This is an optimization exercise on Yosys and OpenROAD, whose aim is small area and a short achievable clock period, not a production implementation. At most, simulation tests tie the RTL to the original design; equivalence was not proved. No functional check of the RTL was part of run 1.

==> flow/design.v (outline; a module is shown in full before it is edited, if it fits) <==
// module DSP_modules: 3594 lines
module DSP_modules
(
	input			clk,
	input			reset,
	output			done,
	input	[15:0]	in_a,
	input	[15:0]	in_b,
	output	[31:0]	out_a,
	output	[31:0]	out_b
);
  // ...
==> flow/flow/run.sh <==
#!/bin/bash
# Own layout flow: the standard flow (standard.sh, unchanged synthesis)
# with these changes:
#  1. Between synthesis and floorplan, flow/netopt.py (see its header)
#     - puts each full adder's carry input on the fast CIN pin (the three
#       adder inputs are interchangeable),
#     - drops buffers and double inverters that synthesis left around the
#       adder cells (repair_design re-buffers as it needs),
#     - uses a stronger drive of the same flip-flop cell for flip-flops that
#       drive 14 or more pins.
#     The logic and every register (name, cell type) stay as synthesized.
#  2. Every port gets its own sky130_fd_sc_hd__buf_1 port buffer.
#  3. Clock tree: clkbuf_8 buffers, no dummy load cells.
# Each tool's full output goes to its own log file in this folder.
set -euo pipefail
R=$PWD/orfs/results/sky130hd/DSP_modules/base
bash standard.sh synth > synth.log 2>&1
cp $R/1_2_yosys.v $R/1_2_yosys.std.v
python3 flow/netopt.py $R/1_2_yosys.std.v $R/1_2_yosys.v --band 7 --carry-weight 3 --upsize-ff 14 > netopt.log 2>&1
touch $R/1_2_yosys.v
bash standard.sh BUFFER_PORTS_ARGS="-buffer_cell sky130_fd_sc_hd__buf_1" \
  CTS_ARGS="-sink_clustering_enable -repair_clock_nets -dont_use_dummy_load -root_buf sky130_fd_sc_hd__clkbuf_16 -buf_list sky130_fd_sc_hd__clkbuf_8 -sink_clustering_size 20 -sink_clustering_max_diameter 60" \
  finish > layout.log 2>&1
==> flow/standard.sh <==
#!/bin/bash
# synth_recipe.tcl (not shown) runs the flow's synth.tcl, then flattens the netlist and writes it again
# the make line also repeats each setting of config.mk as NAME=value (left out here)
make -C /OpenROAD-flow-scripts/flow DESIGN_CONFIG=/design/flow/config.mk WORK_HOME=/design/flow/orfs CLKGATE_MAP_FILE= SYNTH_SCRIPT=/design/flow/synth_recipe.tcl "${@:-finish}"
==> flow/config.mk <==
export PLATFORM = sky130hd
export DESIGN_NAME = DSP_modules
export DESIGN_NICKNAME = DSP_modules
export VERILOG_FILES = /design/flow/design.v
export SDC_FILE = /design/flow/constraint.sdc
export NUM_CORES = 4
export LEC_CHECK = 0
export CAP_MARGIN = 20
export CORE_MARGIN = 2
export CORE_UTILIZATION = 40
export CTS_BUF_LIST = sky130_fd_sc_hd__clkbuf_8
export CTS_CLUSTER_DIAMETER = 60
export CTS_CLUSTER_SIZE = 20
export SLEW_MARGIN = 20
==> flow/constraint.sdc <==
create_clock -name core_clock -period 120.0 [get_ports {clk}]
set_input_delay 24.0000 -clock core_clock [delete_from_list [all_inputs] [get_ports {clk}]]
set_output_delay 24.0000 -clock core_clock [all_outputs]
set_load 0.01 [all_outputs]
Not shown: flow/flow/netopt.py
==> flow_summary.json, run 1 <==
{
  "crit_family": "flip-flops",
  "antenna_found_initial": 2,
  "r2r_cells": 79,
  "worstReg2RegStart": "r1_b1",
  "chipWidth_um": 237,
  "drt_wl_total_um": 37300,
  "max_clock_freq_ghz": 0.0399,
  "min-delay-start": "r2_u2_inv",
  "io_pins": 99,
  "portBuffers": 82,
  "postCtsHoldBufs": 0,
  "fin_cells": 2600,
  "fp.dieH_um": 237,
  "cp_slowest_cell": "dfxtp_1",
  "use_met1": 0.164,
  "via_per_inst": 4.65,
  "final_common_cell": "fa_1",
  "layout_setup_ws_ns": 94.93,
  "cp_max_fo": 6,
  "drc_errors": 0,
  "wl_met2_um": 20400,
  "synthesis.area_um2": 21700,
  "run_status": "timing/DRC/antenna clean",
  "grt_max_degree": 24,
  "avgSynthCellArea_um2": 12.1,
  "cts_buffer_depth": 3,
  "grt_setup_unrepaired": "no",
  "fin_nets": 2394,
  "grt_pass1_wl_um": 66300,
  "track_usage": 0.143
}
==> run 2: changes to the inputs <==
--- a/flow/design.v
+++ b/flow/design.v
@@ -1113,19 +1113,16 @@
 	wire ys13;
 	wire yu13;
 	wire smag14;
 	wire ys14;
 	wire yu14;
 	wire smag15;
 	wire ys15;
 	wire yu15;
-	wire sall;
-	wire sgn1;
-	wire sgn2;
 	wire u1_c1;
 	wire u1_c2;
 	wire u1_c3;
 	wire u1_c4;
 	wire u1_c5;
 	wire u1_c6;
 	wire u1_c7;
 	wire u1_c8;
@@ -3573,22 +3570,16 @@
 	assign ys13 = r3_ssat ? ~neg : smag13;
 	assign yu13 = r3_u3_inv | r3_usat;
 	assign smag14 = r3_s1_inv ^ sinc14;
 	assign ys14 = r3_ssat ? ~neg : smag14;
 	assign yu14 = r3_u2_inv | r3_usat;
 	assign smag15 = neg ^ sinc15;
 	assign ys15 = r3_ssat ? neg : smag15;
 	assign yu15 = r3_u1_inv | r3_usat;
-	assign sall = s15_inv & s14_inv & s13_inv & r3_s12_inv & r3_s11_inv & r3_s10_inv & r3_s9_inv & r3_s8_inv & r3_s7_inv & r3_s6_inv & r3_s5_inv & r3_s4_inv & r3_s3_inv & r3_s2_inv & r3_s1_inv;
-	assign sgn1 = neg & (r3_ssat | ~sall);
-	assign sgn2 = (r3_ssat & neg) | (neg & ~sall);
 	reg [15:0] ya_r, yb_r;
-	reg sg1_r, sg2_r;
 	always @(posedge clk) begin
 		ya_r <= {ys15, ys14, ys13, ys12, ys11, ys10, ys9, ys8, ys7, ys6, ys5, ys4, ys3, ys2, ys1, ys0};
 		yb_r <= {yu15, yu14, yu13, yu12, yu11, yu10, yu9, yu8, yu7, yu6, yu5, yu4, yu3, yu2, yu1, yu0};
-		sg1_r <= sgn1;
-		sg2_r <= sgn2;
 	end
-	assign out_a = {{5{sg2_r}}, {6{sg1_r}}, {5{ya_r[15]}}, ya_r};
+	assign out_a = {{16{ya_r[15]}}, ya_r};
 	assign out_b = {16'd0, yb_r};
 endmodule
==> flow/flow/run.sh (replaced) <==
#!/bin/bash
# Own layout flow: the standard flow (standard.sh, with its synthesis
# unchanged) plus these changes:
#  1. Between synthesis and floorplan, flow/netopt.py rewrites the synthesized
#     netlist without changing its logic or any register (name, cell type):
#     - full adders are self-dual, so it chooses each adder's polarity (and
#       swaps xor2/xnor2 to absorb inversions) to drop most of the inverters
#       that synthesis left between adder cells, keeping one polarity change
#       in the middle of every carry chain (a diagonal band of the adder
#       array, --band 8) so no carry ripples through a long run of slow
#       falling edges;
#     - drops the buffers synthesis put in (repair_design re-buffers);
#     - puts each adder's carry input on the fast CIN pin (the three inputs
#       are interchangeable);
#     - uses a stronger drive of the same flip-flop cell (dfxtp_2/_4) for
#       flip-flops that drive 14 or more pins.
#  2. Every port gets its own sky130_fd_sc_hd__buf_1 port buffer.
#  3. Clock tree: clkbuf_16 root, clkbuf_8 buffers, no dummy load cells.
# Each tool's full output goes to its own log file in this folder.
set -euo pipefail
R=$PWD/orfs/results/sky130hd/DSP_modules/base
bash standard.sh synth > synth.log 2>&1
cp $R/1_2_yosys.v $R/1_2_yosys.std.v
python3 flow/netopt.py $R/1_2_yosys.std.v $R/1_2_yosys.v --band 8 --carry-weight 3 --upsize-ff 14 > netopt.log 2>&1
touch $R/1_2_yosys.v
bash standard.sh BUFFER_PORTS_ARGS="-buffer_cell sky130_fd_sc_hd__buf_1" \
  CTS_ARGS="-sink_clustering_enable -repair_clock_nets -dont_use_dummy_load -root_buf sky130_fd_sc_hd__clkbuf_16 -buf_list sky130_fd_sc_hd__clkbuf_8 -sink_clustering_size 20 -sink_clustering_max_diameter 60" \
  finish > layout.log 2>&1
==> flow/config.mk (replaced) <==
export PLATFORM = sky130hd
export DESIGN_NAME = DSP_modules
export DESIGN_NICKNAME = DSP_modules
export VERILOG_FILES = /design/flow/design.v
export SDC_FILE = /design/flow/constraint.sdc
export NUM_CORES = 4
export LEC_CHECK = 0
export ABC_AREA = 1
export CAP_MARGIN = 20
export CORE_MARGIN = 2
export CORE_UTILIZATION = 40
export SLEW_MARGIN = 20
==> run 2 against run 1 <==
Setup slack worse by 0.0015 ns. Hold slack worse by 0.014 ns. Fmax about the same. Clock skew down 0.0020 ns. Critical path type unchanged. Wire length down 0.64%. Die area down 0.88%. Sequential cell count down 2. Register-to-register slack worse by 0.92 ns. Non-clock buffer count down 11. Cell area down 1.2%. Synthesized area down 0.89%. Critical endpoint is now out_a[31]. Via count down 0.84%.
==> flow_summary.json, run 2 <==
{
  "crit_buf_inv": 1,
  "die_area_um2": 55500,
  "drt_wl_total_um": 37000,
  "track_usage": 0.142,
  "drv_cap": 0,
  "synthesis.area_um2": 21500,
  "cp_max_fo": 17,
  "hold_slack_ns": 0.305,
  "run_status": "timing/DRC/antenna clean",
  "io_pins": 99,
  "fin_area_um2": 23100,
  "fp.dieH_um": 236,
  "grt_pass1_wl_um": 63400,
  "cts_buffer_depth": 3,
  "fp-row-count": 84,
  "grt-ovfl-total": 0,
  "chipWidth_um": 236,
  "crit_family": "flip-flops",
  "start_kind": "register",
  "final_util": 0.437,
  "place.detailed.hpwl_um": 31400,
  "first_iter_violations": 289,
  "crit_chain": "buf_1",
  "r2r_cells": 78,
  "worstReg2RegStart": "r1_b0",
  "drc_errors": 0,
  "cp-end-kind": "primary output",
  "gp_congestion": 0.860,
  "cts_tree": "built",
  "ant_nets": 0,
  "final_common_cell": "fa_1",
  "timing.final.hold_violations": 0,
  "fin_nets": 2487,
  "cp_slowest_cell": "dfxtp_4",
  "max_stage_delay_ns": 0.40,
  "numCtsBuffers": 31,
  "drive_above_1_share": 0.0521,
  "final_max_slew_viol_count": 0,
  "via_per_inst": 4.46,
  "avgSynthCellArea_um2": 11.4,
  "portBuffers": 82,
  "grt_pass1_vias": 13100,
  "clkTransAtPathRegs_ns": 0.08,
  "clock-sinks": 264,
  "r2r-end": "r2_s8_inv",
  "r2r_slack_ns": 96.45,
  "max_clock_freq_ghz": 0.0399,
  "layout_common_cells": "fa_1, inv_1, xor2_1",
  "area_delta_synth_final_pct": 7.47,
  "wl_per_cell_um": 13.8,
  "worstPathArrival_ns": 1.08,
  "root_buffer": "clkbuf_16",
  "yosysWarnings": 1,
  "postCtsHoldBufs": 0,
  "cts.repair.resized": 0,
  "hp-class": "register to register",
  "worst_slew_pin_slew_ns": 1.07,
  "dr.pass1.iters": 4,
  "cts_setup_buffers": 0,
  "setup_tns_ns": 0,
  "period_needed_ns": 25.08,
  "place_area_um2": 22600,
  "critPathLaunch": "ya_r[15]",
  "n_antenna_cell": 0,
  "synth_cells": 1887,
  "fin_skew_ns": 0.0612,
  "crit_type": "register to primary output",
  "grt_max_degree": 22,
  "crit_end": "out_a[31]",
  "grt_setup_unrepaired": "no",
  "start_util": 0.407,
  "timing.final.crit_share": 0.209,
  "clkLatencyLatePin_ns": 0.55,
  "required_ns": 96.00,
  "htree_levels": 1,
  "setup_viol": 0,
  "path_depth": 1,
  "vias": 12000,
  "slew_headroom": 0.284,
  "antenna_found_initial": 0,
  "core_area_um2": 52800
}
[run 2: cell type report]
| cell class | count | area, µm² |
|---|---|---|
| fillers | 5026 | 29700 |
| multi-input cells | 1310 | 14900 |
| flip-flops and latches | 264 | 5320 |
| inverters | 296 | 1110 |
| well taps | 688 | 861 |
| clock buffers | 31 | 460 |
| repair buffers | 96 | 413 |
[run 2: worst min-delay path by stage]
| stage | from | cells after the start | end |
|---|---|---|---|
| final | r1_s1_inv | 0 | r2_s1_inv |
| after global routing | r1_s1_inv | 0 | r2_s1_inv |
| after CTS | r1_s1_inv | 0 | r2_s1_inv |
| after detailed placement | r2_u6_inv | 0 | r3_u6_inv |
| after global placement | r2_usat | 0 | r3_usat |
| after floorplan | r2_ssat | 0 | r3_ssat |
[run 2: per-layer routing]
metal	vias to the layer above	GRT usage	part of all wire
li1	5763	-	-
met1	6007	0.169	0.42
met2	145	0.265	0.52
met3	65	0.0177	0.026
met4	0	0.0446	0.034
met5	-	0	0
[run 2: metrics by stage]
step / instances / worst slack [ns]
6_report: 2685 / 94.92
5_1_grt: 2685 / 94.86
4_1_cts: 2685 / 94.88
3_5_place_dp: 2654 / 95.43
3_3_place_gp: 2654 / 95.44
2_1_floorplan: 1902 / 95.45
==> run 3: changes to the inputs <==
--- a/flow/config.mk
+++ b/flow/config.mk
@@ -7,3 +7,2 @@
 export LEC_CHECK = 0
-export ABC_AREA = 1
 export CAP_MARGIN = 20
@@ -11,2 +10,5 @@
 export CORE_UTILIZATION = 40
+export CTS_BUF_LIST = sky130_fd_sc_hd__clkbuf_8
+export CTS_CLUSTER_DIAMETER = 60
+export CTS_CLUSTER_SIZE = 20
 export SLEW_MARGIN = 20
==> run 3 against run 2 <==
Still clean. Cell count is 7.0% lower. Clock-buffer cell count is 4 lower. Setup slack worse by 0.053 ns. Largest cell class unchanged. Highest routed layer unchanged.
==> flow_summary.json, run 3 <==
{
  "grt_pass1_vias": 13200,
  "clock-sinks": 264,
  "crit_type": "register to primary output",
  "worst_slew_pin_slew_ns": 0.841,
  "drive_above_1_share": 0.0614,
  "dr.pass1.iters": 6,
  "synth_cells": 1694,
  "synthesis.area_um2": 21200,
  "crit_end": "out_a[17]",
  "crit_chain": "buf_1",
  "final_max_slew_viol_count": 0,
  "cp_max_fo": 17,
  "slew_headroom": 0.439,
  "cts_tree": "built",
  "via_per_inst": 4.53,
  "htree_levels": 1,
  "drv_cap": 0,
  "worstPathArrival_ns": 1.13,
  "layout_common_cells": "fa_1, dfxtp_1, xor2_1",
  "postCtsHoldBufs": 0,
  "grt_max_degree": 24,
  "setup_tns_ns": 0,
  "required_ns": 96.00,
  "first_iter_violations": 306,
  "r2r_slack_ns": 96.22,
  "run_status": "timing/DRC/antenna clean",
  "final_common_cell": "fa_1",
  "portBuffers": 82,
  "die_area_um2": 54800,
  "regArea_um2": 5320,
  "critPathLaunch": "ya_r[15]",
  "numCtsBuffers": 27,
  "worstReg2RegStart": "b_r[15]",
  "drt_wl_total_um": 35600,
  "cts.repair.resized": 0,
  "root_buffer": "clkbuf_16",
  "clkTransAtPathRegs_ns": 0.11,
  "n_fill_cell": 4914,
  "crit_family": "flip-flops",
  "period_needed_ns": 25.13,
  "antenna_found_initial": 0,
  "cp-end-kind": "primary output",
  "start_kind": "register",
  "fin_skew_ns": 0.0831,
  "fp-row-count": 84,
  "chipWidth_um": 234,
  "ant_nets": 0,
  "fin_nets": 2299,
  "core_area_um2": 52400,
  "path_depth": 1,
  "timing.final.hold_violations": 0,
  "fp.dieH_um": 234,
  "r2r-end": "r1_s4_inv",
  "cp_slowest_cell": "dfxtp_4",
  "max_clock_freq_ghz": 0.0398,
  "vias": 11300,
  "n_antenna_cell": 0,
  "timing.final.crit_share": 0.209,
  "area_delta_synth_final_pct": 8.01,
  "io_pins": 99,
  "track_usage": 0.140,
  "yosysWarnings": 1,
  "wl_per_cell_um": 14.3,
  "setup_viol": 0,
  "avgSynthCellArea_um2": 12.5,
  "r2r_cells": 79,
  "cts_buffer_depth": 3,
  "grt_pass1_wl_um": 63000,
  "fin_cells": 2497,
  "gp_congestion": 0.781,
  "hp-class": "register to register",
  "start_util": 0.404,
  "grt-ovfl-total": 0,
  "place.detailed.hpwl_um": 30000,
  "crit_buf_inv": 1,
  "clkLatencyLatePin_ns": 0.55,
  "grt_setup_unrepaired": "no",
  "multiInputGateArea_um2": 15000,
  "cts_setup_buffers": 0,
  "placed_cells": 2470,
  "max_stage_delay_ns": 0.42,
  "drc_errors": 0
}
[run 3: cell count changes in the layout (fill, tap and decap cells not counted), sizes merged, moves of 19 or more]
cell   before  now
nand3      35    2
inv       296  209
xnor2     202  240
nand2     212   18
a21oi       6   25
[run 3: final cells by class]
class	instances	area share
clock buffers	27	0.0177
inverters	209	0.0343
multi-input cells	1204	0.657
flip-flops and latches	264	0.232
well taps	688	0.0376
repair buffers	105	0.0210
[run 3: layer usage]
layer | routed length (µm) | part of all wire | up-vias | GRT usage
li1 | - | - | 5327 | -
met1 | 14200 | 0.40 | 5815 | 0.157
met2 | 19700 | 0.55 | 116 | 0.278
met3 | 903 | 0.025 | 44 | 0.0196
met4 | 819 | 0.023 | 0 | 0.0324
met5 | 0 | 0 | - | 0
[run 3: per-stage QoR]
stage	setup slack, ns	util	area, µm²	hold WS (ns)
2_1_floorplan	95.45	-	21300	0.309
3_3_place_gp	95.44	0.429	22500	0.313
3_5_place_dp	95.43	0.429	22500	0.312
4_1_cts	94.82	0.436	22900	0.313
5_1_grt	94.76	0.436	22900	0.317
6_report	94.87	0.436	22900	0.301
[run 3: worst min-delay path by stage]
stage | cells past startpoint | endpoint | startpoint | slack (ns)
2_1_floorplan | 0 | r3_ssat | r2_ssat | 0.31
3_3_place_gp | 0 | r3_usat | r2_usat | 0.31
3_5_place_dp | 0 | r2_s1_inv | r1_s1_inv | 0.31
4_1_cts | 0 | r3_u5_inv | r2_u5_inv | 0.31
5_1_grt | 0 | r3_u5_inv | r2_u5_inv | 0.32
6_report | 0 | r3_u5_inv | r2_u5_inv | 0.30
==> run 4: changes to the inputs <==
--- a/flow/flow/run.sh
+++ b/flow/flow/run.sh
@@ -25,3 +25,3 @@
 touch $R/1_2_yosys.v
-bash standard.sh BUFFER_PORTS_ARGS="-buffer_cell sky130_fd_sc_hd__buf_1" \
+bash standard.sh SKIP_REPAIR_TIE_FANOUT=1 BUFFER_PORTS_ARGS="-buffer_cell sky130_fd_sc_hd__buf_1" \
   CTS_ARGS="-sink_clustering_enable -repair_clock_nets -dont_use_dummy_load -root_buf sky130_fd_sc_hd__clkbuf_16 -buf_list sky130_fd_sc_hd__clkbuf_8 -sink_clustering_size 20 -sink_clustering_max_diameter 60" \
==> run 4 against run 3 <==
Cell area down 0.34%. Sequential share of layout area increased by 0.079 points. Largest cell class unchanged. Non-clock buffer count is 1 lower. Fmax is essentially flat. Via count grew 0.72%. Setup slack got worse by 0.017 ns. First-iteration DRC count is 13% lower. Critical path type unchanged.
==> flow_summary.json, run 4 <==
{
  "timing.final.crit_share": 0.210,
  "fin_nets": 2282,
  "synthesis.area_um2": 21200,
  "place_area_um2": 22400,
  "io_pins": 99,
  "clkLatencyLatePin_ns": 0.54,
  "portBuffers": 82,
  "via_per_inst": 4.59,
  "final_common_cell": "fa_1",
  "final_util": 0.435,
  "synth_cells": 1694,
  "fp.dieH_um": 234,
  "chipWidth_um": 234,
  "cp_slowest_cell": "dfxtp_4",
  "dr.pass1.iters": 4,
  "cts_tree": "built",
  "vias": 11400,
  "grt_pass1_wl_um": 62700,
  "crit_type": "register to primary output",
  "worst_slew_pin_slew_ns": 0.869,
  "grt_setup_unrepaired": "no",
  "layout_common_cells": "fa_1, dfxtp_1, xor2_1",
  "start_kind": "register",
  "clock-sinks": 264,
  "max_clock_freq_ghz": 0.0398,
  "n_antenna_cell": 0,
  "cts_buffer_depth": 3,
  "cp-end-kind": "primary output",
  "hp-class": "register to register",
  "place.detailed.hpwl_um": 29900,
  "period_needed_ns": 25.15,
  "setup_tns_ns": 0,
  "track_usage": 0.140,
  "regArea_um2": 5320,
  "hold_slack_ns": 0.330,
  "first_iter_violations": 267,
  "drv_cap": 0,
  "die_area_um2": 54800,
  "yosysWarnings": 1,
  "gp_congestion": 0.778,
  "grt_max_degree": 24,
  "avgSynthCellArea_um2": 12.5,
  "dp_slack_ns": 95.43,
  "timing.final.hold_violations": 0,
  "core_area_um2": 52400,
  "clkTransAtPathRegs_ns": 0.11,
  "fp-row-count": 84,
  "start_util": 0.404,
  "cts_setup_buffers": 0,
  "layout_setup_ws_ns": 94.85,
  "required_ns": 96.00,
  "worstPathArrival_ns": 1.15,
  "crit_chain": "buf_1",
  "wl_per_cell_um": 14.4,
  "cp_max_fo": 17,
  "drive_above_1_share": 0.0608,
  "multiInputGateArea_um2": 15000,
  "antenna_found_initial": 0,
  "slew_headroom": 0.421,
  "root_buffer": "clkbuf_16",
  "drt_wl_total_um": 35600,
  "setup_viol": 0,
  "drc_errors": 0,
  "crit_family": "flip-flops",
  "cts.repair.resized": 0,
  "area_delta_synth_final_pct": 7.65,
  "htree_levels": 1,
  "final_max_slew_viol_count": 0,
  "grt_pass1_vias": 13100,
  "n_fill_cell": 4944,
  "run_status": "timing/DRC/antenna clean",
  "postCtsHoldBufs": 0,
  "grt-ovfl-total": 0,
  "crit_buf_inv": 1,
  "ant_nets": 0,
  "fin_skew_ns": 0.0977,
  "max_stage_delay_ns": 0.43,
  "numCtsBuffers": 26,
  "fin_area_um2": 22800
}
[run 4: per-layer routing]
layer	part of all wire	track usage	vias up
li1	-	-	5306
met1	0.40	0.158	5901
met2	0.56	0.276	123
met3	0.023	0.0174	53
met4	0.021	0.0299	0
met5	0	0	-
[run 4: area by class of cell]
cell class / count / share of cell area
clock buffers: 26 / 0.0172
inverters: 209 / 0.0344
well taps: 688 / 0.0377
repair buffers: 104 / 0.0207
multi-input cells: 1189 / 0.657
flip-flops and latches: 264 / 0.233
[run 4: worst paths after layout]
path,startpoint,endpoint,slack (ns),cells after the start
min reg2reg,r2_ssat,r3_ssat,0.33,0
max reg2reg,a_r[15],r1_s4_inv,96.19,79
min,r2_ssat,r3_ssat,0.33,0
max,ya_r[15],out_a[29],94.85,1
[run 4: metrics by stage]
stage / cells
6_report: 2480
5_1_grt: 2480
3_5_place_dp: 2454
4_1_cts: 2480
3_3_place_gp: 2454
2_1_floorplan: 1694
==> run 5: changes to the inputs <==
--- a/flow/flow/run.sh
+++ b/flow/flow/run.sh
@@ -18,2 +18,3 @@
 #  3. Clock tree: clkbuf_16 root, clkbuf_8 buffers, no dummy load cells.
+#  4. The 16 constant-0 outputs share one tie cell (SKIP_REPAIR_TIE_FANOUT).
 # Each tool's full output goes to its own log file in this folder.
==> run 5 against run 4 <==
Still clean. Non-clock buffer count is the same. Via count is the same. First-iteration DRC count is the same. Utilization is the same. Hold slack is the same. Critical path type unchanged. Critical endpoint unchanged. Largest cell class unchanged.
==> flow_summary.json, run 5 <==
{
  "portBuffers": 82,
  "crit_buf_inv": 1,
  "n_fill_cell": 4944,
  "fin_nets": 2282,
  "max_stage_delay_ns": 0.43,
  "timing.final.hold_violations": 0,
  "hp-class": "register to register",
  "core_area_um2": 52400,
  "setup_tns_ns": 0,
  "antenna_found_initial": 0,
  "clkTransAtPathRegs_ns": 0.11,
  "grt_pass1_vias": 13100,
  "vias": 11400,
  "fp.dieH_um": 234,
  "final_common_cell": "fa_1",
  "io_pins": 99,
  "yosysWarnings": 1,
  "cp-end-kind": "primary output",
  "fp-row-count": 84,
  "drc_errors": 0,
  "avgSynthCellArea_um2": 12.5,
  "gp_congestion": 0.778,
  "dr.pass1.iters": 4,
  "crit_chain": "buf_1",
  "layout_common_cells": "fa_1, dfxtp_1, xor2_1",
  "fin_area_um2": 22800,
  "place_area_um2": 22400,
  "run_status": "timing/DRC/antenna clean",
  "area_delta_synth_final_pct": 7.65,
  "max_clock_freq_ghz": 0.0398,
  "chipWidth_um": 234,
  "cts_buffer_depth": 3,
  "track_usage": 0.140,
  "worstPathArrival_ns": 1.15,
  "postCtsHoldBufs": 0,
  "period_needed_ns": 25.15,
  "crit_family": "flip-flops",
  "cp_slowest_cell": "dfxtp_4",
  "timing.final.crit_share": 0.210,
  "via_per_inst": 4.59,
  "wl_per_cell_um": 14.4,
  "final_util": 0.435,
  "synth_cells": 1694,
  "cts_tree": "built",
  "final_max_slew_viol_count": 0,
  "setup_viol": 0,
  "hold_slack_ns": 0.330,
  "numCtsBuffers": 26,
  "die_area_um2": 54800,
  "synthesis.area_um2": 21200,
  "grt_setup_unrepaired": "no",
  "n_antenna_cell": 0,
  "grt_pass1_wl_um": 62700,
  "clock-sinks": 264,
  "fin_cells": 2480,
  "worst_slew_pin_slew_ns": 0.869,
  "ant_nets": 0,
  "drt_wl_total_um": 35600,
  "start_kind": "register",
  "place.detailed.hpwl_um": 29900,
  "cts_setup_buffers": 0,
  "grt_max_degree": 24,
  "placed_cells": 2454,
  "start_util": 0.404,
  "drv_cap": 0,
  "grt-ovfl-total": 0,
  "cp_max_fo": 17,
  "layout_setup_ws_ns": 94.85,
  "first_iter_violations": 267,
  "slew_headroom": 0.421,
  "fin_skew_ns": 0.0977,
  "cts.repair.resized": 0,
  "required_ns": 96.00,
  "clkLatencyLatePin_ns": 0.54,
  "root_buffer": "clkbuf_16",
  "drive_above_1_share": 0.0608,
  "crit_type": "register to primary output",
  "dp_slack_ns": 95.43,
  "htree_levels": 1
}
[run 5: cell counts in the layout (fill, tap and decap cells not counted)]
Identical to the previous run, type by type.
[run 5: metal layers]
layer  up-vias  wire [µm]  track usage
met3        53        828       0.0174
li1       5306          -            -
met5         -          0            0
met4         0        755       0.0299
met1      5901      14200        0.158
met2       123      19800        0.276
[run 5: worst paths after layout]
kind                            startpoint        end  slack, ns  depth (start not counted)
worst max-delay path              ya_r[15]  out_a[29]      94.85                          1
worst min-delay path               r2_ssat    r3_ssat       0.33                          0
worst max register to register     a_r[15]  r1_s4_inv      96.19                         79
worst min register to register     r2_ssat    r3_ssat       0.33                          0
[run 5: area by class of cell]
type,instances,area (µm²),share of cell area
multi-input cells,1189,15000,0.657
well taps,688,861,0.0377
flip-flops and latches,264,5320,0.233
inverters,209,785,0.0344
clock buffers,26,392,0.0172
repair buffers,104,473,0.0207
==> run 6: changes to the inputs <==
--- a/flow/flow/run.sh
+++ b/flow/flow/run.sh
@@ -24,3 +24,3 @@
 cp $R/1_2_yosys.v $R/1_2_yosys.std.v
-python3 flow/netopt.py $R/1_2_yosys.std.v $R/1_2_yosys.v --band 8 --carry-weight 3 --upsize-ff 14 > netopt.log 2>&1
+python3 flow/netopt.py $R/1_2_yosys.std.v $R/1_2_yosys.v --band 9 --carry-weight 3 --upsize-ff 14 --upsize-port-ff-only > netopt.log 2>&1
 touch $R/1_2_yosys.v
--- a/flow/flow/netopt.py
+++ b/flow/flow/netopt.py
@@ -428,2 +428,3 @@
 UPSIZE = 0
+PORTS_ONLY = '--upsize-port-ff-only' in sys.argv
 for ii, a in enumerate(sys.argv):
@@ -441,3 +442,3 @@
             q = c['pins'].get('Q')
-            if q is not None and fo[q] >= UPSIZE:
+            if q is not None and fo[q] >= UPSIZE and (not PORTS_ONLY or is_prot(q)):
                 c['type'] = 'sky130_fd_sc_hd__dfxtp_4' if fo[q] >= UPSIZE + 2 else 'sky130_fd_sc_hd__dfxtp_2'
==> run 6 against run 5 <==
Wire length rose by 2.9%. Global-route usage grew 0.48 points. Critical path depth is the same. Hold slack got worse by 0.020 ns. Sequential cell count is the same. Cell area hardly changed. Clock-buffer cell count is 1 higher. Clock skew fell by 0.021 ns. Non-clock buffer count is 7 higher. Sequential share of layout area is 0.12 points lower. Critical endpoint unchanged. Largest cell class unchanged.
==> flow_summary.json, run 6 <==
{
  "run_status": "timing/DRC/antenna clean",
  "postCtsHoldBufs": 0,
  "grt-busiest-layer": "met2",
  "timing.final.crit_share": 0.209,
  "start_util": 0.403,
  "cts.repair.resized": 0,
  "drv_cap": 0,
  "setup_tns_ns": 0,
  "numCtsBuffers": 27,
  "io_pins": 99,
  "layout_common_cells": "fa_1, xor2_1, dfxtp_1",
  "r2r_cells": 78,
  "clkLatencyLatePin_ns": 0.55,
  "worst_slew_pin_slew_ns": 0.809,
  "cp_max_fo": 17,
  "crit_chain": "buf_1",
  "clock-sinks": 264,
  "synth_cells": 1679,
  "hp-class": "register to register",
  "via_per_inst": 4.58,
  "fin_nets": 2275,
  "worstPathArrival_ns": 1.14,
  "wl_per_cell_um": 14.8,
  "met3_usage": 0.0205,
  "clkTransAtPathRegs_ns": 0.11,
  "place.detailed.hpwl_um": 30500,
  "ant_nets": 0,
  "start_kind": "register",
  "fp.dieH_um": 234,
  "drc_errors": 0,
  "track_usage": 0.144,
  "max_stage_delay_ns": 0.43,
  "grt_max_degree": 24,
  "n_antenna_cell": 0,
  "die_area_um2": 54600,
  "htree_levels": 1,
  "period_needed_ns": 25.14,
  "grt_pass1_vias": 13000,
  "avgSynthCellArea_um2": 12.6,
  "cts_buffer_depth": 3,
  "grt_setup_unrepaired": "no",
  "grt_use_met2": 0.277,
  "slew_headroom": 0.461,
  "final_max_slew_viol_count": 0,
  "required_ns": 96.00,
  "crit_type": "register to primary output",
  "max_clock_freq_ghz": 0.0398,
  "vias": 11300,
  "final_common_cell": "fa_1",
  "crit_buf_inv": 1,
  "core_area_um2": 52300,
  "cp_slowest_cell": "dfxtp_4",
  "cts_setup_buffers": 0,
  "fp-row-count": 84,
  "grt_pass1_wl_um": 63800,
  "yosysWarnings": 1,
  "drt_wl_total_um": 36600,
  "synthesis.area_um2": 21100,
  "drive_above_1_share": 0.0605,
  "final_util": 0.435,
  "path_depth": 1,
  "gp_congestion": 0.791,
  "root_buffer": "clkbuf_16",
  "cts_tree": "built",
  "antenna_found_initial": 0,
  "chipWidth_um": 234,
  "cp-end-kind": "primary output",
  "first_iter_violations": 293,
  "area_delta_synth_final_pct": 7.99,
  "portBuffers": 82,
  "timing.final.hold_violations": 0,
  "fin_skew_ns": 0.0770,
  "hold_depth": 0,
  "setup_viol": 0,
  "dr.pass1.iters": 5,
  "crit_family": "flip-flops",
  "grt-ovfl-total": 0,
  "use_met1": 0.167
}
## run 6: changes by cell type in the layout (fill, tap and decap cells not counted)
cell | previous run | this run
inv_1 | 209 | 194
xnor2_1 | 223 | 208
xor2_1 | 249 | 264
dfxtp_1 | 254 | 263
dfxtp_4 | 9 | 1
buf_4 | 22 | 29
clkbuf_8 | 23 | 24
dfxtp_2 | 1 | 0
## run 6: final timing paths
kind | from | endpoint | slack (ns)
setup / recovery | ya_r[15] | out_a[29] | 94.86
hold / removal | r1_ssat | r2_ssat | 0.31
setup reg to reg | b_r[0] | r1_u4_inv | 95.55
hold reg to reg | r1_ssat | r2_ssat | 0.31
## run 6: per-layer routing
layer | vias up | part of all wire
li1 | 5287 | -
met1 | 5839 | 0.40
met2 | 138 | 0.55
met3 | 57 | 0.028
met4 | 0 | 0.026
met5 | - | 0
## run 6: layout make-up
type                    instances  area, µm²
well taps                     688        861
fillers                      4904      29500
multi-input cells            1189      15000
inverters                     194        728
clock buffers                  27        405
flip-flops and latches        264       5290
repair buffers                111        526
## run 6: metrics by stage
step	area, µm²	hold slack [ns]	cells	setup slack [ns]
2_1_floorplan	21100	0.310	1679	94.71
3_3_place_gp	22400	0.313	2446	95.44
3_5_place_dp	22400	0.313	2446	95.29
4_1_cts	22800	0.313	2473	94.81
5_1_grt	22800	0.313	2473	94.27
6_report	22800	0.309	2473	94.86
==> run 7: changes to the inputs <==
--- a/flow/flow/run.sh
+++ b/flow/flow/run.sh
@@ -27,3 +27,3 @@
 bash standard.sh SKIP_REPAIR_TIE_FANOUT=1 BUFFER_PORTS_ARGS="-buffer_cell sky130_fd_sc_hd__buf_1" \
-  CTS_ARGS="-sink_clustering_enable -repair_clock_nets -dont_use_dummy_load -root_buf sky130_fd_sc_hd__clkbuf_16 -buf_list sky130_fd_sc_hd__clkbuf_8 -sink_clustering_size 20 -sink_clustering_max_diameter 60" \
+  CTS_ARGS="-sink_clustering_enable -repair_clock_nets -dont_use_dummy_load -root_buf sky130_fd_sc_hd__clkbuf_16 -buf_list sky130_fd_sc_hd__clkbuf_4 -sink_clustering_size 10 -sink_clustering_max_diameter 40" \
   finish > layout.log 2>&1
==> run 7 against run 6 <==
Hold slack worse by 0.033 ns. Clock-buffer cell count grew 15. Cell area about the same. Sequential share of layout area is essentially flat. Utilization about the same. Cell count is 0.61% higher.
==> flow_summary.json, run 7 <==
{
  "run_status": "timing/DRC/antenna clean",
  "htree_levels": 2,
  "portBuffers": 82,
  "crit_type": "register to primary output",
  "dp_slack_ns": 95.29,
  "grt_pass1_wl_um": 64300,
  "fin_nets": 2290,
  "numCtsBuffers": 42,
  "layout_common_cells": "fa_1, xor2_1, dfxtp_1",
  "chipWidth_um": 234,
  "area_delta_synth_final_pct": 7.98,
  "avgSynthCellArea_um2": 12.6,
  "placed_cells": 2446,
  "place_area_um2": 22400,
  "start_kind": "register",
  "cts.repair.resized": 0,
  "crit_chain": "buf_1",
  "root_buffer": "clkbuf_16",
  "clock-sinks": 264,
  "cts_buffer_depth": 3,
  "track_usage": 0.147,
  "grt_pass1_vias": 13200,
  "vias": 11500,
  "timing.final.hold_violations": 0,
  "clkLatencyLatePin_ns": 0.53,
  "core_area_um2": 52300,
  "drive_above_1_share": 0.0683,
  "n_fill_cell": 4919,
  "timing.final.crit_share": 0.209,
  "crit_buf_inv": 1,
  "worst_slew_pin_slew_ns": 0.809,
  "first_iter_violations": 274,
  "synth_cells": 1679,
  "place.detailed.hpwl_um": 30500,
  "layout_setup_ws_ns": 94.92,
  "drt_wl_total_um": 36800,
  "drc_errors": 0,
  "n_antenna_cell": 0,
  "setup_viol": 0,
  "cp_slowest_cell": "dfxtp_4",
  "required_ns": 96.00,
  "final_common_cell": "fa_1",
  "postCtsHoldBufs": 0,
  "fin_cells": 2488,
  "start_util": 0.403,
  "gp_congestion": 0.791,
  "via_per_inst": 4.61,
  "worstPathArrival_ns": 1.08,
  "die_area_um2": 54600,
  "dr.pass1.iters": 4,
  "max_stage_delay_ns": 0.41,
  "ant_nets": 0,
  "antenna_found_initial": 2,
  "fp.dieH_um": 234,
  "period_needed_ns": 25.08,
  "hp-class": "register to register",
  "grt-ovfl-total": 0,
  "final_util": 0.435,
  "slew_headroom": 0.460,
  "drv_cap": 0,
  "final_max_slew_viol_count": 0,
  "clkTransAtPathRegs_ns": 0.10,
  "grt_max_degree": 24,
  "crit_family": "flip-flops",
  "fin_area_um2": 22800,
  "wl_per_cell_um": 14.8,
  "max_clock_freq_ghz": 0.0399,
  "fin_skew_ns": 0.0674,
  "yosysWarnings": 1,
  "fp-row-count": 84,
  "io_pins": 99,
  "hold_slack_ns": 0.276,
  "setup_tns_ns": 0,
  "cts_setup_buffers": 0,
  "cts_tree": "built",
  "cp_max_fo": 17,
  "grt_setup_unrepaired": "no",
  "synthesis.area_um2": 21100,
  "cp-end-kind": "primary output"
}
-- run 7: worst register-to-register path, delay by kind of cell, from the launching register on --
kind	cells	cell delay (ns)
XOR/XNOR	9	1.63
AND/OR/NAND/NOR	1	0.11
adder cells (fa/ha/maj)	60	20.34
flip-flops	1	0.80
buffers and inverters	8	1.59
-- run 7: metal layers --
layer | wire length (µm) | global-route usage | up-vias
li1 | - | - | 5333
met1 | 14300 | 0.165 | 5881
met2 | 20200 | 0.279 | 165
met3 | 1180 | 0.0228 | 75
met4 | 1090 | 0.0538 | 4
met5 | 24 | 0 | -
-- run 7: final cells by class --
type	instances	area (µm²)	area share
Timing Repair Buffer	111	526	0.0231
Sequential cell	264	5290	0.232
Clock buffer	42	403	0.0177
Multi-Input combinational cell	1189	15000	0.657
Tap cell	688	861	0.0378
Inverter	194	728	0.0320
-- run 7: path summary, 6_finish.rpt --
path,startpoint,end,slack (ns),depth (start not counted)
setup / recovery,ya_r[15],out_a[29],94.92,1
hold / removal,r1_ssat,r2_ssat,0.28,0
setup reg to reg,b_r[0],r1_u4_inv,95.48,78
hold reg to reg,r1_ssat,r2_ssat,0.28,0
==> run 8: changes to the inputs <==
--- a/flow/flow/run.sh
+++ b/flow/flow/run.sh
@@ -9,3 +9,3 @@
 #       in the middle of every carry chain (a diagonal band of the adder
-#       array, --band 8) so no carry ripples through a long run of slow
+#       array, --band 9) so no carry ripples through a long run of slow
 #       falling edges;
@@ -14,6 +14,7 @@
 #       are interchangeable);
-#     - uses a stronger drive of the same flip-flop cell (dfxtp_2/_4) for
-#       flip-flops that drive 14 or more pins.
+#     - uses a stronger drive of the same flip-flop cell (dfxtp_4) for the
+#       flip-flop that drives the 17 sign pins of out_a.
 #  2. Every port gets its own sky130_fd_sc_hd__buf_1 port buffer.
-#  3. Clock tree: clkbuf_16 root, clkbuf_8 buffers, no dummy load cells.
+#  3. Clock tree: clkbuf_16 root, clkbuf_4 leaf buffers (clusters of up to
+#     10 flip-flops), no dummy load cells.
 #  4. The 16 constant-0 outputs share one tie cell (SKIP_REPAIR_TIE_FANOUT).
--- a/flow/flow/netopt.py
+++ b/flow/flow/netopt.py
@@ -3,16 +3,32 @@
 
-usage: netopt2.py IN.v OUT.v [--no-polarity] [--seed N]
+usage: netopt.py IN.v OUT.v [options]
 
-Synthesis maps the adders to sky130_fd_sc_hd__fa_1 cells before the last
+Synthesis maps the adders to sky130_fd_sc_hd__fa_1 cells before its last
 technology-mapping pass, which cannot see through them, so inverters and
-buffers pile up around the adders. This pass:
- 1. Collapses inverter/buffer chains into (source, parity) pairs.
- 2. Chooses a polarity for every full adder (self-dual: FA(~a,~b,~c) =
-    (~cout, ~sum)) and every xor/xnor cell (an inverted input or output only
-    swaps xor2 <-> xnor2) so that as few inverters as possible are needed, then
-    puts back one inverter per signal that still needs its complement.
-    Buffers are left to the layout flow's repair_design.
- 3. Puts each full adder's carry input on the fast CIN pin (the inputs are
-    interchangeable).
-Flip-flops, ports and every other cell keep their function and connections.
+buffers pile up around the adders. This pass rewrites the netlist without
+changing its logic; flip-flops keep their names, cell type and connections
+(only --upsize-* changes their drive strength), ports are untouched.
+
+Always:
+ - inverter and buffer chains are collapsed into (source, parity) pairs and
+   rebuilt with at most one inverter per signal; buffers are dropped (the
+   layout flow's repair_design adds what it needs);
+ - each full adder's carry input goes on its fast CIN pin (the three inputs
+   of a full adder are interchangeable).
+Polarity (default on; --no-polarity / --pin-only turn it off): full adders
+are self-dual, FA(~a,~b,~c) = (~cout, ~sum), and an inverted input or output
+of an xor/xnor only swaps xor <-> xnor, so a polarity is chosen for every
+adder and xor cell (weighted parity union-find: register edges, then carry
+edges, then sum edges) to need as few inverters as possible.
+Options:
+ --band D      then flip the adders with (chain position - row) >= D: every
+               row's carry chain changes polarity once (one inverter) so no
+               carry ripples through a long run of slow falling edges; the
+               band follows the array's diagonals, so sum edges need none.
+ --carry-weight W   union-find weight of carry edges (default 3).
+ --upsize-ff N      flip-flops driving N or more pins get dfxtp_2 (N+2 or
+               more: dfxtp_4); with --upsize-port-ff-only only those whose
+               output is a port.
+ --pin-only    only the CIN pin swap (no collapsing, no polarity).
+ --split, --keep-chains, --chain-groups, --downsize-xor, --seed: experiments.
 """
==> run 8 against run 7 <==
Hold slack unchanged. Cell area unchanged. Synthesized area unchanged. Die area unchanged. Clock-buffer cell count unchanged. Sequential share of layout area unchanged. Fmax unchanged. First-iteration DRC count unchanged. Sequential cell count unchanged. Clock skew unchanged. Critical endpoint unchanged.
==> flow_summary.json, run 8 <==
{
  "run_status": "timing/DRC/antenna clean",
  "postCtsHoldBufs": 0,
  "final_common_cell": "fa_1",
  "vias": 11500,
  "cp_max_fo": 17,
  "required_ns": 96.00,
  "layout_common_cells": "fa_1, xor2_1, dfxtp_1",
  "worst_slew_pin_slew_ns": 0.809,
  "htree_levels": 2,
  "hp-class": "register to register",
  "io_pins": 99,
  "worstPathArrival_ns": 1.08,
  "fin_area_um2": 22800,
  "synth_cells": 1679,
  "start_kind": "register",
  "placed_cells": 2446,
  "fp-row-count": 84,
  "grt_pass1_wl_um": 64300,
  "via_per_inst": 4.61,
  "yosysWarnings": 1,
  "place_area_um2": 22400,
  "fin_nets": 2290,
  "cts.repair.resized": 0,
  "setup_tns_ns": 0,
  "slew_headroom": 0.460,
  "area_delta_synth_final_pct": 7.98,
  "drive_above_1_share": 0.0683,
  "gp_congestion": 0.791,
  "place.detailed.hpwl_um": 30500,
  "antenna_found_initial": 2,
  "die_area_um2": 54600,
  "grt-ovfl-total": 0,
  "core_area_um2": 52300,
  "grt_max_degree": 24,
  "timing.final.crit_share": 0.209,
  "crit_chain": "buf_1",
  "timing.final.hold_violations": 0,
  "ant_nets": 0,
  "first_iter_violations": 274,
  "crit_buf_inv": 1,
  "fin_skew_ns": 0.0674,
  "cts_tree": "built",
  "fp.dieH_um": 234,
  "numCtsBuffers": 42,
  "root_buffer": "clkbuf_16",
  "wl_per_cell_um": 14.8,
  "cts_setup_buffers": 0,
  "track_usage": 0.147,
  "start_util": 0.403,
  "n_antenna_cell": 0,
  "crit_family": "flip-flops",
  "portBuffers": 82,
  "setup_viol": 0,
  "period_needed_ns": 25.08,
  "clkLatencyLatePin_ns": 0.53,
  "max_clock_freq_ghz": 0.0399,
  "drv_cap": 0,
  "final_max_slew_viol_count": 0,
  "drc_errors": 0,
  "dr.pass1.iters": 4,
  "synthesis.area_um2": 21100,
  "cp-end-kind": "primary output",
  "chipWidth_um": 234,
  "drt_wl_total_um": 36800,
  "grt_pass1_vias": 13200,
  "grt_setup_unrepaired": "no",
  "crit_type": "register to primary output",
  "cp_slowest_cell": "dfxtp_4",
  "cts_buffer_depth": 3,
  "clock-sinks": 264,
  "fin_cells": 2488,
  "clkTransAtPathRegs_ns": 0.10,
  "final_util": 0.435,
  "max_stage_delay_ns": 0.41,
  "avgSynthCellArea_um2": 12.6
}
==> run 8: per-layer routing <==
metal / wire length [µm] / share of wire / global-route usage
met1: 14300 / 0.39 / 0.165
met2: 20200 / 0.55 / 0.279
met3: 1180 / 0.032 / 0.0228
met4: 1090 / 0.030 / 0.0538
met5: 24 / 0.00065 / 0
==> run 8: worst paths after layout <==
path             from   endpoint  slack [ns]  cells past startpoint
min reg2reg   r1_ssat    r2_ssat        0.28                      0
max          ya_r[15]  out_a[29]       94.92                      1
min           r1_ssat    r2_ssat        0.28                      0
max reg2reg    b_r[0]  r1_u4_inv       95.48                     78
==> run 8: layout make-up <==
cell class / count / area (µm²)
fillers: 4919 / 29500
inverters: 194 / 728
multi-input cells: 1189 / 15000
flip-flops and latches: 264 / 5290
repair buffers: 111 / 526
well taps: 688 / 861
clock buffers: 42 / 403
==> run 8: per-stage QoR <==
stage	worst slack [ns]	hold slack [ns]
floorplan	94.71	0.310
global placement	95.44	0.313
detailed placement	95.29	0.313
CTS	94.87	0.277
global route	94.22	0.271
finish	94.92	0.276

## re-timing with driven ports
In the flow no input, the clock included, has a driving cell. The finished layouts below were timed again as built, in two steps. Step 1 (the two cells are an assumption about what drives the block):
set clk [get_ports {clk}]
set_driving_cell -lib_cell sky130_fd_sc_hd__clkbuf_16 $clk
set_driving_cell -lib_cell sky130_fd_sc_hd__buf_2 [delete_from_list [all_inputs] $clk]
Step 2 adds t to the input delays and takes it off the output delays; t is the mean of the earliest and latest rising clock arrival at the registers after step 1. Input paths then give back, and output paths get back, about the clock's delay inside the block. a / b / c = ideal ports / drivers / drivers and shift; a / b = the first two.
| run | t (ns) | setup slack, ns | worst hold slack (ns) | clock arrival spread, ns | pins driven straight from the clock port |
|---|---|---|---|---|---|
| run 1 | 0.549 | 94.925 / 94.872 / 95.421 | 0.319 / 0.319 / 0.319 | 0.064 / 0.064 | 1 |
| run 2 | 0.575 | 94.924 / 94.870 / 95.444 | 0.305 / 0.305 / 0.305 | 0.065 / 0.065 | 1 |
| run 3 | 0.558 | 94.871 / 94.819 / 95.377 | 0.301 / 0.301 / 0.301 | 0.083 / 0.083 | 1 |
| run 4 | 0.548 | 94.854 / 94.801 / 95.349 | 0.330 / 0.330 / 0.330 | 0.104 / 0.104 | 1 |
| run 5 | 0.548 | 94.854 / 94.801 / 95.349 | 0.330 / 0.330 / 0.330 | 0.104 / 0.104 | 1 |
| run 6 | 0.565 | 94.861 / 94.808 / 95.373 | 0.309 / 0.309 / 0.309 | 0.077 / 0.077 | 1 |
| run 7 | 0.549 | 94.922 / 94.868 / 95.417 | 0.276 / 0.276 / 0.276 | 0.069 / 0.068 | 1 |
| run 8 | 0.549 | 94.922 / 94.868 / 95.417 | 0.276 / 0.276 / 0.276 | 0.069 / 0.068 | 1 |
After both steps every run listed still meets setup and hold.
